Source: an optimization exercise on an open RTL-to-GDS flow (aim: small area, a short achievable clock period and few clock cycles). Production flows keep margins and buffers that such runs may drop. Function was checked by simulation only, so behaviour that the tests miss may differ from the original. Power and IR drop assume default switching activity.

**flow/design.v**
```verilog
module MonMult(
    input pclk,
    input nreset,
    input GO,
    input [63:0] A,
    input [63:0] B,
    input [63:0] M,
    output reg [65:0] P,
    output reg is_ready);
    reg [65:0] P_n;
    reg is_ready_n;
    reg [6:0] counter;
    reg [6:0] counter_n;
    reg [2:0] state;
    reg [2:0] state_n;
    reg [63:0] add;
    reg [63:0] add_n;
    always @* begin
        P_n = P;
        is_ready_n = is_ready;
        counter_n = counter;
        state_n = state;
        add_n = add;
        if (~counter[6]) begin
            is_ready_n = 1'b0;
            if(state == 3'd0) begin
                add_n = (P[0] ^ (A[counter] & B[0])) ? M : 64'b0;
                state_n = 3'd1;
            end else if(state == 3'd1) begin
                state_n = 3'd2;
            end else if(state == 3'd2) begin
                add_n = A[counter] ? B : 64'b0;
                state_n = 3'd3;
            end else if(state == 3'd3) begin
                state_n = 3'd4;
            end else if(state == 3'd4) begin
                P_n = P >> 1;
                state_n = 3'd5;
            end else if(state == 3'd5) begin
                add_n = ~M + 1;
                state_n = 3'd6;
            end else if(state == 3'd6) begin
                counter_n = counter + 1'b1;
                state_n = 3'd0;
            end
            if(state == 3'd1 || state == 3'd3 || (state == 3'd6 && (& counter[5:0]) && P >= M) ) begin
                P_n = P + add;
            end
        end
        else if (counter[6]) begin
            is_ready_n = 1'b1;
            counter_n = counter;
        end
    end
    always @(posedge pclk) begin
        if(~nreset | ~GO) begin
            P <= 66'b0;
            is_ready <= 1'b0;
            counter <= 7'b0;
            state <= 1'b0;
        end else begin
            counter <= counter_n;
            is_ready <= is_ready_n;
            P <= P_n;
            state <= state_n;
            add <= add_n;
        end
    end
endmodule
module rsa(
    input pclk,  
    input nreset,  
    input bus_write_en,
    input bus_read_en,
    input RSA_ENABLE,
    input [7:0] bus_addr,  
    input wire [31:0] bus_write_data,  
    output reg [31:0] bus_read_data,  
    output reg result_valid,
    output reg [31:0] RAM_DINA,
    output reg [31:0] RAM_DINB,
    output reg [6:0] RAM_ADDRA,
    output reg [6:0] RAM_ADDRB,
    output reg RAM_RWA,
    output reg RAM_RWB,
    output reg RAM_BLKA,
    output reg RAM_BLKB,
    input [31:0] RAM_DOUTA,
    input [31:0] RAM_DOUTB
);
reg bit_switch;
reg bit_switch_n;
reg [31:0] RAM_DINA_n;
reg [31:0] RAM_DINB_n;
reg [6:0] RAM_ADDRA_n;
reg [6:0] RAM_ADDRB_n;
reg RAM_RWA_n;
reg RAM_RWB_n;
reg RAM_BLKA_n;
reg RAM_BLKB_n;
reg [2:0] read_wait_counter;
reg [2:0] read_wait_counter_n;
reg [31:0] modulus_upper;  
reg [31:0] modulus_lower;
reg [31:0] modulus_upper_n;
reg [31:0] modulus_lower_n;
reg rsa_encrypt;  
reg rsa_encrypt_n;
reg [4:0] encrypt_state;
reg [4:0] encrypt_state_n;
reg [6:0] counter;
reg [6:0] counter_n;
reg result_valid_n;
reg MonMult_GO;
reg MonMult_GO_n;
reg [63:0] A;
reg [63:0] A_n;
reg [63:0] B;
reg [63:0] B_n;
wire [65:0] P;
wire MonMult_ready;
MonMult MonMult_0(
    .pclk(pclk),
    .nreset(nreset),
    .GO(MonMult_GO),
    .A(A),
    .B(B),
    .M({modulus_upper, modulus_lower}),
    .P(P),
    .is_ready(MonMult_ready));
wire rsa_write;
wire rsa_read;
assign rsa_write = bus_write_en && RSA_ENABLE;
assign rsa_read = bus_read_en && RSA_ENABLE;
always @* begin
    bit_switch_n = bit_switch;
    modulus_upper_n = modulus_upper;
    modulus_lower_n = modulus_lower;
    rsa_encrypt_n = rsa_encrypt;
    A_n = A;
    B_n = B;
    encrypt_state_n = encrypt_state;
    counter_n = counter;
    result_valid_n = (encrypt_state == 5'd21) && rsa_encrypt;
    RAM_DINA_n = RAM_DINA; 
    RAM_DINB_n = RAM_DINB; 
    RAM_ADDRA_n = RAM_ADDRA; 
    RAM_ADDRB_n = RAM_ADDRB; 
    RAM_RWA_n = RAM_RWA; 
    RAM_RWB_n = RAM_RWB; 
    RAM_BLKA_n = RAM_BLKA; 
    RAM_BLKB_n = RAM_BLKB; 
    read_wait_counter_n = read_wait_counter;
    MonMult_GO_n = MonMult_GO;
    bus_read_data = 32'b0;
    if(bus_addr == 8'h10 && rsa_write) begin
        if(bit_switch)
            modulus_upper_n = bus_write_data;
        else
            modulus_lower_n = bus_write_data;
    end
    if(bus_addr == 8'h08 & rsa_write) begin
        bit_switch_n = bus_write_data[0];
    end else if((bus_addr == 8'h0C ||
                 bus_addr == 8'h10 ||
                 bus_addr == 8'h14 ||
                 bus_addr == 8'h18)
                && rsa_write) begin
        if(bit_switch) begin
            RAM_DINB_n = bus_write_data;
            RAM_BLKB_n = 1'b0;
            RAM_ADDRB_n = bus_addr[6:0] + 1;
            RAM_RWB_n = 1'b0;
        end else begin
            RAM_DINA_n = bus_write_data;
            RAM_BLKA_n = 1'b0;
            RAM_ADDRA_n = bus_addr[6:0];
            RAM_RWA_n = 1'b0;
        end
        rsa_encrypt_n = 1'b0;
        result_valid_n = 1'b0;
    end else if(bus_addr == 8'h1C) begin
        if (rsa_write) begin
            rsa_encrypt_n = bus_write_data[0];
            encrypt_state_n = 5'b0;
            if(rsa_encrypt == 1'b1 && bus_write_data[0] == 0) begin
                result_valid_n = 1'b0;
            end
        end
        if (rsa_read) begin
            bus_read_data = {31'b0, rsa_encrypt}; 
        end
    end else if (bus_addr == 8'h20 & rsa_read) begin
            bus_read_data = (bit_switch) ? P[63:32] : P[31:0];
    end else if (bus_addr == 8'h24 & rsa_read) begin
            bus_read_data = {31'b0, result_valid};
    end
    if(rsa_encrypt) begin
        if(encrypt_state == 5'd0) begin
            RAM_ADDRA_n = 8'h18;
            RAM_ADDRB_n = 8'h18 + 1;
            RAM_RWA_n = 1'b1;
            RAM_RWB_n = 1'b1;
            RAM_BLKA_n = 1'b0;
            RAM_BLKB_n = 1'b0;
            MonMult_GO_n = 1'b0;
            read_wait_counter_n = 3'd0;
            B_n = 64'd1;
            encrypt_state_n = 5'd1;
        end else if(encrypt_state == 5'd1) begin
            if(read_wait_counter == 3'd5) begin
                A_n = {RAM_DOUTB, RAM_DOUTA};
                MonMult_GO_n = 1'b1;
                encrypt_state_n = 5'd2;
            end else begin
                read_wait_counter_n = read_wait_counter + 1;
            end
        end else if(encrypt_state == 5'd2) begin
            if(MonMult_ready) begin
                encrypt_state_n = 5'd3;
            end
        end else if(encrypt_state == 5'd3) begin
            RAM_ADDRA_n = 8'h20;
            RAM_ADDRB_n = 8'h20 + 1;
            RAM_RWA_n = 1'b0;
            RAM_RWB_n = 1'b0;
            RAM_BLKA_n = 1'b0;
            RAM_BLKB_n = 1'b0;
            RAM_DINA_n = P[31:0];
            RAM_DINB_n = P[63:32];
            MonMult_GO_n = 1'b0;
            encrypt_state_n = 5'd4;
        end else if(encrypt_state == 5'd4) begin
            RAM_ADDRA_n = 8'h0C;
            RAM_ADDRB_n = 8'h0C + 1;
            RAM_RWA_n = 1'b1;
            RAM_RWB_n = 1'b1;
            RAM_BLKA_n = 1'b0;
            RAM_BLKB_n = 1'b0;
            read_wait_counter_n = 3'd0;
            encrypt_state_n = 5'd5;
        end else if(encrypt_state == 5'd5) begin
            if(read_wait_counter == 3'd5) begin
                B_n = {RAM_DOUTB, RAM_DOUTA};
                MonMult_GO_n = 1'b1;
                encrypt_state_n = 5'd6;
            end else begin
                read_wait_counter_n = read_wait_counter + 1;
            end
        end else if(encrypt_state == 5'd6) begin
            if(MonMult_ready) begin
                encrypt_state_n = 5'd7;
            end
        end else if(encrypt_state == 5'd7) begin
            MonMult_GO_n = 1'b0;
            RAM_ADDRA_n = 8'h20;
            RAM_ADDRB_n = 8'h20 + 1;
            RAM_RWA_n = 1'b1;
            RAM_RWB_n = 1'b1;
            RAM_BLKA_n = 1'b0;
            RAM_BLKB_n = 1'b0;
            B_n = P[63:0];
            read_wait_counter_n = 3'd0;
            counter_n = 1'b0;
            encrypt_state_n = 5'd8;
        end else if(encrypt_state == 5'd8) begin
            if(read_wait_counter == 3'd5) begin
                A_n = {RAM_DOUTB, RAM_DOUTA};
                MonMult_GO_n = 1'b1;
                encrypt_state_n = 5'd9;
            end else begin
                read_wait_counter_n = read_wait_counter + 1;
            end
        end else if(encrypt_state == 5'd9) begin
            if(MonMult_ready) begin
                encrypt_state_n = 5'd10;
            end
        end else if(encrypt_state == 5'd10) begin
            RAM_ADDRA_n = 8'h28;
            RAM_ADDRB_n = 8'h28 + 1;
            RAM_RWA_n = 1'b0;
            RAM_RWB_n = 1'b0;
            RAM_BLKA_n = 1'b0;
            RAM_BLKB_n = 1'b0;
            RAM_DINA_n = P[31:0];
            RAM_DINB_n = P[63:32];
            MonMult_GO_n = 1'b0;
            A_n = B;
            encrypt_state_n = 5'd11;
        end else if(encrypt_state == 5'd11) begin
            MonMult_GO_n = 1'b1;
            if(MonMult_ready & MonMult_GO) begin
                encrypt_state_n = 5'd12;
            end
        end else if(encrypt_state == 5'd12) begin
            B_n = P[63:0];
            MonMult_GO_n = 1'b0;
            RAM_ADDRA_n = 8'h14;
            RAM_ADDRB_n = 8'h14 + 1;
            RAM_RWA_n = 1'b1;
            RAM_RWB_n = 1'b1;
            RAM_BLKA_n = 1'b0;
            RAM_BLKB_n = 1'b0;
            read_wait_counter_n = 3'd0;
            encrypt_state_n = 5'd13;
        end else if(encrypt_state == 5'd13) begin
            if(read_wait_counter == 3'd5) begin
                encrypt_state_n = 5'd14;
            end else begin
                read_wait_counter_n = read_wait_counter + 1;
            end
        end else if(encrypt_state == 5'd14) begin
            counter_n = counter + 1'b1;
            if((counter[5] & RAM_DOUTB[counter[4:0]]) |
               (~counter[5] & RAM_DOUTA[counter[4:0]])) begin
                RAM_ADDRA_n = 8'h28;
                RAM_ADDRB_n = 8'h28 + 1;
                RAM_RWA_n = 1'b1;
                RAM_RWB_n = 1'b1;
                RAM_BLKA_n = 1'b0;
                RAM_BLKB_n = 1'b0;
                read_wait_counter_n = 3'd0;
                encrypt_state_n = 5'd15;
            end else begin
                encrypt_state_n = 5'd17;
            end
        end else if(encrypt_state == 5'd15) begin
            if(read_wait_counter == 3'd5) begin
                RAM_DINA_n = RAM_DOUTA;
                RAM_DINB_n = RAM_DOUTB;
                encrypt_state_n = 5'd16;
            end else begin
                read_wait_counter_n = read_wait_counter + 1;
            end
        end else if(encrypt_state == 5'd16) begin
            RAM_ADDRA_n = 8'h20;
            RAM_ADDRB_n = 8'h20 + 1;
            RAM_RWA_n = 1'b0;
            RAM_RWB_n = 1'b0;
            RAM_BLKA_n = 1'b0;
            RAM_BLKB_n = 1'b0;
            encrypt_state_n = 5'd17;
        end else if(encrypt_state == 5'd17) begin
            RAM_ADDRA_n = 8'h20;
            RAM_ADDRB_n = 8'h20 + 1;
            RAM_RWA_n = 1'b1;
            RAM_RWB_n = 1'b1;
            RAM_BLKA_n = 1'b0;
            RAM_BLKB_n = 1'b0;
            read_wait_counter_n = 3'd0;
            encrypt_state_n = 5'd18;
        end else if(encrypt_state == 5'd18) begin
            if(read_wait_counter == 3'd5) begin
                encrypt_state_n = 5'd19;
            end else begin
                read_wait_counter_n = read_wait_counter + 1;
            end
        end else if(encrypt_state == 5'd19) begin
            if(counter[6]) begin
                A_n = 64'd1;
                B_n = {RAM_DOUTB, RAM_DOUTA};
                encrypt_state_n = 5'd20;
                MonMult_GO_n = 1'b1;
            end else begin
                A_n = {RAM_DOUTB, RAM_DOUTA};
                encrypt_state_n = 5'd9;
                MonMult_GO_n = 1'b1;
            end
        end else if(encrypt_state == 5'd20) begin
            if(MonMult_ready) begin
                encrypt_state_n = 5'd21;
            end
        end else if(encrypt_state == 5'd21) begin
            encrypt_state_n = 5'd21;
        end
    end
end
always @(posedge pclk) begin
    if(!nreset) begin
        bit_switch <= 1'b0;
        modulus_upper <= 32'b0;
        modulus_lower <= 32'b0;
        rsa_encrypt <= 1'b0;
        result_valid <= 1'b0;
        MonMult_GO <= 1'b0;
        A <= 64'b0;
        B <= 64'b0;
        encrypt_state <= 5'b0;
        counter <= 7'b0;
        RAM_DINA <= 32'b0;
        RAM_DINB <= 32'b0;
        RAM_ADDRA <= 7'b0;
        RAM_ADDRB <= 7'b0;
        RAM_RWA <= 1'b1;
        RAM_RWB <= 1'b1;
        RAM_BLKA <= 1'b1;
        RAM_BLKB <= 1'b1;
        read_wait_counter <= 3'b0;
    end else begin 
        RAM_DINA <= RAM_DINA_n;
        RAM_DINB <= RAM_DINB_n;
        RAM_ADDRA <= RAM_ADDRA_n;
        RAM_ADDRB <= RAM_ADDRB_n;
        RAM_RWA <= RAM_RWA_n;
        RAM_RWB <= RAM_RWB_n;
        RAM_BLKA <= RAM_BLKA_n;
        RAM_BLKB <= RAM_BLKB_n;
        bit_switch <= bit_switch_n;
        read_wait_counter <= read_wait_counter_n;
        modulus_upper <= modulus_upper_n;
        modulus_lower <= modulus_lower_n;
        rsa_encrypt <= rsa_encrypt_n;
        result_valid <= result_valid_n;
        MonMult_GO <= MonMult_GO_n;
        A <= A_n;
        B <= B_n;
        encrypt_state <= encrypt_state_n;
        counter <= counter_n;
    end
end
endmodule
module rsa_ram(
    input             clk,
    input      [31:0] DINA,
    input      [31:0] DINB,
    input      [6:0]  ADDRA,
    input      [6:0]  ADDRB,
    input             RWA,
    input             RWB,
    input             BLKA,
    input             BLKB,
    output reg [31:0] DOUTA,
    output reg [31:0] DOUTB
);
reg [31:0] mem [0:11];
function [3:0] slot(input [6:0] a);
    case (a)
        7'h0C: slot = 4'd0;
        7'h0D: slot = 4'd1;
        7'h10: slot = 4'd2;
        7'h11: slot = 4'd3;
        7'h14: slot = 4'd4;
        7'h15: slot = 4'd5;
        7'h18: slot = 4'd6;
        7'h19: slot = 4'd7;
        7'h20: slot = 4'd8;
        7'h21: slot = 4'd9;
        7'h28: slot = 4'd10;
        7'h29: slot = 4'd11;
        default: slot = 4'd15;
    endcase
endfunction
wire [3:0] sa = slot(ADDRA);
wire [3:0] sb = slot(ADDRB);
integer i;
always @(posedge clk) begin
    for (i = 0; i < 12; i = i + 1) begin
        if (!BLKA && !RWA && sa == i[3:0])
            mem[i] <= DINA;
        if (!BLKB && !RWB && sb == i[3:0])
            mem[i] <= DINB;
    end
    if (!BLKA && RWA)
        DOUTA <= (sa == 4'd15) ? 32'b0 : mem[sa];
    if (!BLKB && RWB)
        DOUTB <= (sb == 4'd15) ? 32'b0 : mem[sb];
end
endmodule
module locknet_rsa(
    input         PCLK,
    input         PRESETN,
    input         PSEL,
    input         PENABLE,
    input         PWRITE,
    input  [7:0]  PADDR,
    input  [31:0] PWDATA,
    output [31:0] PRDATA,
    output        PREADY,
    output        PSLVERR,
    output        FABINT
);
wire BUS_WRITE_EN = PENABLE & PWRITE & PSEL;
wire BUS_READ_EN = ~PWRITE & PSEL;
assign PREADY = 1'b1;
assign PSLVERR = 1'b0;
wire RSA_EN = (PADDR[7:0] == 8'h08 || PADDR[7:0] == 8'h0C
              || PADDR[7:0] == 8'h10 || PADDR[7:0] == 8'h14
              || PADDR[7:0] == 8'h18 || PADDR[7:0] == 8'h1C
              || PADDR[7:0] == 8'h20 || PADDR[7:0] == 8'h24);
wire [31:0] RSA_PRDATA;
assign PRDATA = RSA_EN ? RSA_PRDATA : 32'b0;
wire [31:0] RAM_DINA, RAM_DINB, RAM_DOUTA, RAM_DOUTB;
wire [6:0] RAM_ADDRA, RAM_ADDRB;
wire RAM_RWA, RAM_RWB, RAM_BLKA, RAM_BLKB;
rsa rsa_0(
    .pclk(PCLK),
    .nreset(PRESETN),
    .bus_write_en(BUS_WRITE_EN),
    .bus_read_en(BUS_READ_EN),
    .RSA_ENABLE(RSA_EN),
    .bus_addr(PADDR),
    .bus_write_data(PWDATA),
    .bus_read_data(RSA_PRDATA),
    .result_valid(FABINT),
    .RAM_DINA(RAM_DINA),
    .RAM_DINB(RAM_DINB),
    .RAM_ADDRA(RAM_ADDRA),
    .RAM_ADDRB(RAM_ADDRB),
    .RAM_RWA(RAM_RWA),
    .RAM_RWB(RAM_RWB),
    .RAM_BLKA(RAM_BLKA),
    .RAM_BLKB(RAM_BLKB),
    .RAM_DOUTA(RAM_DOUTA),
    .RAM_DOUTB(RAM_DOUTB)
);
rsa_ram ram_0(
    .clk(PCLK),
    .DINA(RAM_DINA),
    .DINB(RAM_DINB),
    .ADDRA(RAM_ADDRA),
    .ADDRB(RAM_ADDRB),
    .RWA(RAM_RWA),
    .RWB(RAM_RWB),
    .BLKA(RAM_BLKA),
    .BLKB(RAM_BLKB),
    .DOUTA(RAM_DOUTA),
    .DOUTB(RAM_DOUTB)
);
endmodule
```
**flow/run.sh**
```bash
#!/bin/bash
# synth_recipe.tcl (not shown) runs the flow's synth.tcl, then flattens the netlist and writes it again
# the make line also repeats each setting of config.mk as NAME=value (left out here)
make -C /OpenROAD-flow-scripts/flow DESIGN_CONFIG=/design/flow/config.mk WORK_HOME=/design/flow/orfs CLKGATE_MAP_FILE= SYNTH_SCRIPT=/design/flow/synth_recipe.tcl finish
```
**flow/config.mk**
```make
export PLATFORM = sky130hd
export DESIGN_NAME = locknet_rsa
export DESIGN_NICKNAME = locknet_rsa
export VERILOG_FILES = /design/flow/design.v
export SDC_FILE = /design/flow/constraint.sdc
export NUM_CORES = 4
export LEC_CHECK = 0
export CAP_MARGIN = 20
export CORE_MARGIN = 2
export CORE_UTILIZATION = 40
export PLACE_DENSITY = 0.6
export SLEW_MARGIN = 20
```
**flow/constraint.sdc**
```tcl
create_clock -name core_clock -period 10.0 [get_ports {PCLK}]
set_input_delay 2.0000 -clock core_clock [delete_from_list [all_inputs] [get_ports {PCLK}]]
set_output_delay 2.0000 -clock core_clock [all_outputs]
set_load 0.01 [all_outputs]
```
==> out/results.ini <==
[outcome]
outcome=no timing/DRC/antenna violations

[pwr]
p_leak_uw=0.0195
vdd_ir_drop_max_uv=142
powerDensity_mw_per_mm2=132
p_total_uw=7640

[synth]
synth.yosys.warnings=4
syn-num-nets=5680
syn-instance-count=5493
ys_seq_elements=882
avgSynthCellArea_sq_um=9.57
netlist_area_sq_mm=0.0525
async_flop_share_pct=0
synth_cell_types=97
dominantRegCellSynth=edfxtp_1
synth-edff-count=512
ys_seq_area_share_pct=43.4

[drt]
wl_met1_um=80900
drt-initial-drc-count=7670
wl_met2_um=91800
drc=0
ant_nets=0
routed-via-count=46600
drt_pass1_iterations=11
routed.top_layer=met4
drt-total-wl_um=205000
wl_met3_um=20700
post_drt_via_cell_ratio=6.56
wire_per_inst_um=28.8

[timing]
whs_ns=0.474
slew_headroom_pct=21.4
tightest_slew_ns=1.18
period_share_pct=63.7
max_freq_ghz=0.157
rsz0062_at_grt=false
setup_viol=0
hold_violations=0
maxSlewViolCount=0
fin_crit_ns=6.37
fin_setup_tns_ns=0
skew_ns=0.0376
setup_ws_ns=3.63

[placed_design]
dp_hpwl_um=131000
io_buffers=77
dp_slack_ns=3.64
gp_congestion=0.946

[global_routing]
grt_pass1_wl_um=297000
grt_pass1_vias=44100
grt_util_all_layers_pct=29.2
overflow=0
antenna_found_initial=3
grt_max_degree=127

[critical_path]
crit_required_ns=8.00
worst_setup_path_start_kind=primary input
end_kind=primary output
crit_type=primary input to primary output
worstPathMaxFanout=31
cp.arrival_ns=4.37

[finish]
area_growth_pct=10.3
final_common_cell=a21oi_1
fill_cells=12400
final_cell_mix=590 x a21oi_1, 512 x edfxtp_1, 439 x nor2_1
drive_above_1_share_pct=14.6
nets=5458

[clock_network]
hold_buffers=0
clkTransAtPathRegs_ns=0.06
cts_tree=yes
cts.htree.levels=3
insertion_delay_ns=0.73
cts_resized=0
cts_buffers=100
post-cts-setup-buffers=0
cts_buffer_depth=3
numClockSinks=882
root_buffer=clkbuf_16

[worst_hold_path]
hp-class=register to register

[floorplanning]
fp-row-count=132
die_w_um=366
die_area_sq_mm=0.134
die_height_um=366
io_pins=80
core_sq_mm=0.130
initial_utilization_pct=40.4

[run]
drv_cap=0

[area by class of cell]
type	count	area, sq um	share of cell area, %
Multi-Input combinational cell	3980	27600	47.6
Sequential cell	882	22800	39.3
Clock buffer	141	2820	4.86
Tap cell	1742	2180	3.76
Timing Repair Buffer	192	1650	2.85
Clock inverter	48	479	0.826
Inverter	115	437	0.753
Antenna cell	1	2.50	0.00432
[kinds of logic (layout without fill, tap and decap cells)]
| family | count (synthesis) | count (layout) | synth area share (%) |
|---|---|---|---|
| compound gates | 1753 | 1753 | 21.9 |
| xor+xnor | 92 | 92 | 1.53 |
| fa+ha+maj | 142 | 142 | 3.40 |
| buf+inv | 631 | 496 | 4.72 |
| flops | 882 | 882 | 43.4 |
| mux | 561 | 561 | 12.6 |
| other cells | 2 | 3 | 0.0143 |
| simple gates | 1430 | 1430 | 12.5 |
[worst paths after layout]
kind | endpoint | start | depth (start not counted) | slack [ns]
worst max-delay path | PRDATA[22] | PADDR[0] | 8 | 3.63
worst min-delay path | rsa_0.modulus_upper[24] | rsa_0.modulus_upper[24] | 2 | 0.47
worst max register to register | ram_0.mem[4][26] | rsa_0.RAM_ADDRB[5] | 11 | 4.86
worst min register to register | rsa_0.modulus_upper[24] | rsa_0.modulus_upper[24] | 2 | 0.47
[per-layer routing]
metal	up-vias	global-route usage (%)
met2	2966	46.2
met4	0	14.8
met5	-	0
met1	22500	38.4
met3	661	5.21
li1	20500	-
[cells in the mapped netlist, types with 23 or more instances]
cell	instances	area, sq um
a211oi_1	98	736
and3_1	57	357
a21oi_1	592	2960
dfxtp_1	370	7410
mux2_2	385	4340
nor2b_1	30	188
buf_2	27	135
a222oi_1	67	671
mux4_2	35	788
xnor2_1	65	569
mux2i_1	135	1350
a221oi_1	67	587
nor2_1	446	1670
nand2_1	430	1610
nand2b_1	23	144
clkbuf_1	428	1610
ha_1	141	1760
o21ai_0	297	1490
nand4_1	57	357
o22ai_1	31	194
nand3_1	111	556
a22o_1	49	429
a21o_1	46	345
nor3_1	148	741
a31oi_1	38	238
buf_1	49	184
and2_1	25	156
a221o_1	46	460
xor2_1	27	236
edfxtp_1	512	15400
a22oi_1	177	1330
o22a_1	62	543
or3_1	25	156
inv_1	113	424
[flip-flops by register name, summed over array words and instances, names as in the netlist, 32 cells and up]
name / cells
rsa_0.MonMult_0.add: 64
rsa_0.modulus_upper: 32
rsa_0.RAM_DINA: 32
rsa_0.MonMult_0.P: 66
ram_0.mem: 384
rsa_0.A: 64
rsa_0.RAM_DINB: 32
rsa_0.B: 64
ram_0.DOUTA: 32
rsa_0.modulus_lower: 32
ram_0.DOUTB: 32
[through the flow]
| stage | instance area [sq um] | std cells | util (%) |
|---|---|---|---|
| 4_1_cts | 58000 | 7099 | 44.6 |
| 6_report | 58000 | 7101 | 44.6 |
| 3_5_place_dp | 54700 | 6910 | 42.0 |
| 2_1_floorplan | 52500 | 5493 | - |
| 5_1_grt | 58000 | 7100 | 44.6 |
| 3_3_place_gp | 54600 | 6910 | 42.0 |
[worst max-delay path, cell delays in order]
cell and delay [ns]:
clkdlybuf4s50_1 0.50, inv_1 0.09, ha_1 0.17, nand4_1 0.11, or3_1 0.41, buf_4 0.27, nor2_1 0.19, clkdlybuf4s50_1 0.57
[where the power goes]
| part | switching, uW | leakage, uW | internal (uW) |
|---|---|---|---|
| sequential | 1.21 | 0.00710 | 3800 |
| combinational | 61.7 | 0.0108 | 25.6 |
| clock | 1620 | 0.00161 | 2130 |
| total | 1690 | 0.0195 | 5960 |
Testbench counts, summed over its fixed seeds: cycles 965,795.

port drivers added, routing unchanged:
Ports are ideal in the flow. The routed layout listed here was re-timed in OpenROAD. Step 1: set_driving_cell puts a clkbuf_16 on PCLK and a buf_2 on each other input, an assumption about the parent block. Step 2 adds t to the input delays and takes it off the output delays; t is the mean of the earliest and latest rising clock arrival at the registers after step 1. Input paths then give back, and output paths get back, about the clock's delay inside the block. Three values: no drivers, after step 1, after step 2; two values: the first two.
shift t [ns]: 0.782
slack for setup (ns): 3.631 / 3.611 / 3.611
worst hold slack (ns): 0.474 / 0.474 / 0.474
worst setup path after step 2: input to output
worst slew at a driven data input, ns: 0.06
After both steps this run still meets setup and hold. The setup slack of this run moves by -0.020 ns with the drivers and by -0.020 ns with both steps.
